From an optimization exercise on the open Yosys and OpenROAD flow, aimed at small area and a short achievable clock period; shortcuts taken in it are not production practice.
In this exercise RTL edits were held to simulation tests only and were not proved equivalent to the original.

## FirSymmetry
module FirSymmetry (
  input               io_input_valid,
  output              io_input_ready,
  input      [7:0]    io_input_payload,
  output              io_output_valid,
  input               io_output_ready,
  output     [21:0]   io_output_payload,
  input               clk,
  input               reset
);
For scale: ~930 flip-flops, ~36 I/O pins.
clock: 18.0 ns
lec_check: 0
cap_margin: 20
core_margin: 2
core_utilization: 40
cts_buf_list: sky130_fd_sc_hd__clkbuf_16
cts_cluster_diameter: 100
cts_cluster_size: 25
slew_margin: 20
synth_hierarchical: 1
standard.sh (not shown) runs the stock make flow with config.mk's settings and CLKGATE_MAP_FILE= SYNTH_SCRIPT=/design/flow/synth_recipe.tcl, a recipe that flattens the netlist after the stock synthesis.
==> flow/flow/run.sh <==
#!/bin/bash
# Standard ORFS layout with three changes to how the control paths are laid out:
#  - every port buffer is a buf_2 (the resizer's default pick is a slow delay buffer),
#  - the five control pins (valid/ready/reset) are placed next to each other,
#  - before detailed placement, the shift-enable buffer tree under io_output_ready
#    is moved behind one extra buffer, so the port buffer only drives
#    io_input_ready's buffer, the io_output_valid gate and that tree buffer.
# Each step's full output is in standard.log (and ORFS's own logs under orfs/logs).
set -euo pipefail
HERE=$(pwd)
export BUFFER_PORTS_ARGS="-buffer_cell sky130_fd_sc_hd__buf_2"
export PRE_IO_PLACEMENT_TCL=$HERE/flow/io_pins.tcl
export PRE_DETAIL_PLACE_TCL=$HERE/flow/io_fix.tcl
bash standard.sh finish > standard.log 2>&1
==> flow/flow/io_pins.tcl <==
# keep the control pins together so the valid/ready paths stay short
set_io_pin_constraint -group -order -pin_names {io_input_valid reset io_output_valid io_input_ready io_output_ready}
Other scripts of this flow, unchanged in this note and not shown: flow/flow/io_fix.tcl
The first run produced a clean layout.
Next try:
--- a/flow/config.mk
+++ b/flow/config.mk
@@ -9,6 +9,6 @@
 export CORE_MARGIN = 2
-export CORE_UTILIZATION = 40
+export CORE_UTILIZATION = 55
 export CTS_BUF_LIST = sky130_fd_sc_hd__clkbuf_16
-export CTS_CLUSTER_DIAMETER = 100
-export CTS_CLUSTER_SIZE = 25
+export CTS_CLUSTER_DIAMETER = 120
+export CTS_CLUSTER_SIZE = 22
 export SLEW_MARGIN = 20
After rerunning:
- synthesized cell count stays the same
- cell area is lower by 1.1%
- final cell count falls by 10%
- area after synthesis does not change
Next try:
==> flow/flow/io_pins.tcl (replaced) <==
# keep the control pins together, in the middle of the left edge, so the
# valid/ready paths stay short and the shift-enable tree starts near the centre
set die [[ord::get_db_block] getDieArea]
set dbu [[ord::get_db_tech] getDbUnitsPerMicron]
set ymid [expr {([$die yMin] + [$die yMax]) / 2.0 / $dbu}]
set y0 [expr {int($ymid - 15)}]
set y1 [expr {int($ymid + 15)}]
set_io_pin_constraint -group -order -region left:$y0-$y1 \
  -pin_names {io_input_valid reset io_output_valid io_input_ready io_output_ready}
--- a/flow/config.mk
+++ b/flow/config.mk
@@ -12,3 +12,3 @@
 export CTS_CLUSTER_DIAMETER = 120
-export CTS_CLUSTER_SIZE = 22
+export CTS_CLUSTER_SIZE = 25
 export SLEW_MARGIN = 20
=> The new run passed the timing, design-rule and antenna checks; non-clock buffer count is lower by 1; fmax climbs by a few percent; critical path depth decreases by 3; final area barely changes; routed wire length rose slightly; via count decreases slightly; global-route usage is about the same; clock skew rises by 0.013 ns.


Setup of run 1:
FirSymmetry again, from the RTL that the note above started with.
## FirSymmetry
module FirSymmetry (
  input               io_input_valid,
  output              io_input_ready,
  input      [7:0]    io_input_payload,
  output              io_output_valid,
  input               io_output_ready,
  output     [21:0]   io_output_payload,
  input               clk,
  input               reset
);
Settings: LEC_CHECK=0, CAP_MARGIN=20, CORE_MARGIN=2, CORE_UTILIZATION=40, CTS_BUF_LIST=sky130_fd_sc_hd__clkbuf_16 sky130_fd_sc_hd__clkbuf_8, CTS_CLUSTER_DIAMETER=80, CTS_CLUSTER_SIZE=30, SLEW_MARGIN=20, SYNTH_HIERARCHICAL=1; clock period 18.0 ns.
==> flow/flow/io_pins.tcl <==
# keep the control pins together so the valid/ready paths stay short
set_io_pin_constraint -group -order -pin_names {io_input_valid reset io_output_valid io_input_ready io_output_ready}
Scripts as last shown in full above: flow/flow/run.sh
Other scripts of this flow, unchanged in this note and not shown: flow/flow/io_fix.tcl
Run 1 was carried through to the last stage, and its layout satisfied the timing, design-rule and antenna checks.
Inputs modified between run 1 and run 2:
- a change of CTS_BUF_LIST from sky130_fd_sc_hd__clkbuf_16 sky130_fd_sc_hd__clkbuf_8 to sky130_fd_sc_hd__clkbuf_16
- a change of CTS_CLUSTER_DIAMETER from 80 to 120
- a change of CTS_CLUSTER_SIZE from 30 to 22
[summary]
- Die area: run 1 vs run 2, no meaningful difference
- Status: worst stage delay on the critical path parity (run 2, run 1)
- There was hardly any difference in overall track demand over capacity in global routing between run 1 and run 2.
- There was hardly any difference in time the final worst path needs with I/O delays and setup between run 2 and run 1.
- Run 2 vs run 1 on cell area: run 2 is the lower one.
For run 3, these inputs were changed with respect to run 2:
==> flow/flow/io_pins.tcl <==
# keep the control pins together, in the middle of the left edge, so the
# valid/ready paths stay short and the shift-enable tree starts near the centre
set die [[ord::get_db_block] getDieArea]
set dbu [[ord::get_db_tech] getDbUnitsPerMicron]
set ymid [expr {([$die yMin] + [$die yMax]) / 2.0 / $dbu}]
set y0 [expr {int($ymid - 15)}]
set y1 [expr {int($ymid + 15)}]
set_io_pin_constraint -group -order -region left:$y0-$y1 \
  -pin_names {io_input_valid reset io_output_valid io_input_ready io_output_ready}
==> comparison <==
Compared with run 2, in run 3 met1 wire length rose by about 4%; time the final worst path needs with I/O delays and setup stayed essentially flat; global-route usage stayed essentially flat; final critical-path share of the clock period stayed essentially flat; maximum number of pins on one net before global-route repair fell by 8. Looking at final instance count without filler cells, run 3 sits 15 above run 2. Summary of run 3 over run 2: clock transition time at the flip-flop clock pins of the worst setup and hold paths grew by 0.02 ns, relative area change from synthesis to final layout grew by 0.22 points, final net count held steady. Across run 2 and run 3, none had a timing, DRC or antenna violation. Run 3 ended with less clock skew than run 2.

==> afterwards: timing with drivers on the ports <==
The flow's constraints put no driver on any port. The routed layouts listed below were extracted and timed again, unchanged, in two steps.
Step 1 assumes that a clkbuf_16 drives the clock port and a buf_2 every other input.
Step 2 adds t to the input delays and takes it off the output delays; t is the mean of the earliest and latest rising clock arrival at the registers after step 1. Input paths then give back, and output paths get back, about the clock's delay inside the block.
Slacks: ideal / step 1 / step 2; pairs: ideal / step 1.
run	shift t [ns]	setup slack, ns	worst setup path after step 2	slew at the worst register clock pin (ns)
the first run of note 1	0.721	10.270 / 10.244 / 10.244	input to output	0.11 / 0.11
the second run of note 1	0.693	9.920 / 9.940 / 9.247	input to register	0.10 / 0.10
the third run of note 1	0.688	10.247 / 10.219 / 10.219	input to output	0.11 / 0.11
run 1	0.724	10.266 / 10.240 / 10.240	input to output	0.12 / 0.12
run 2	0.714	10.268 / 10.242 / 10.242	input to output	0.10 / 0.10
run 3	0.714	10.271 / 10.243 / 9.799	input to register	0.10 / 0.10
After both steps every run listed still meets setup and hold. For the second run of note 1, which loses most, drivers alone change the setup slack by +0.020 ns; drivers and shift together by -0.673 ns.
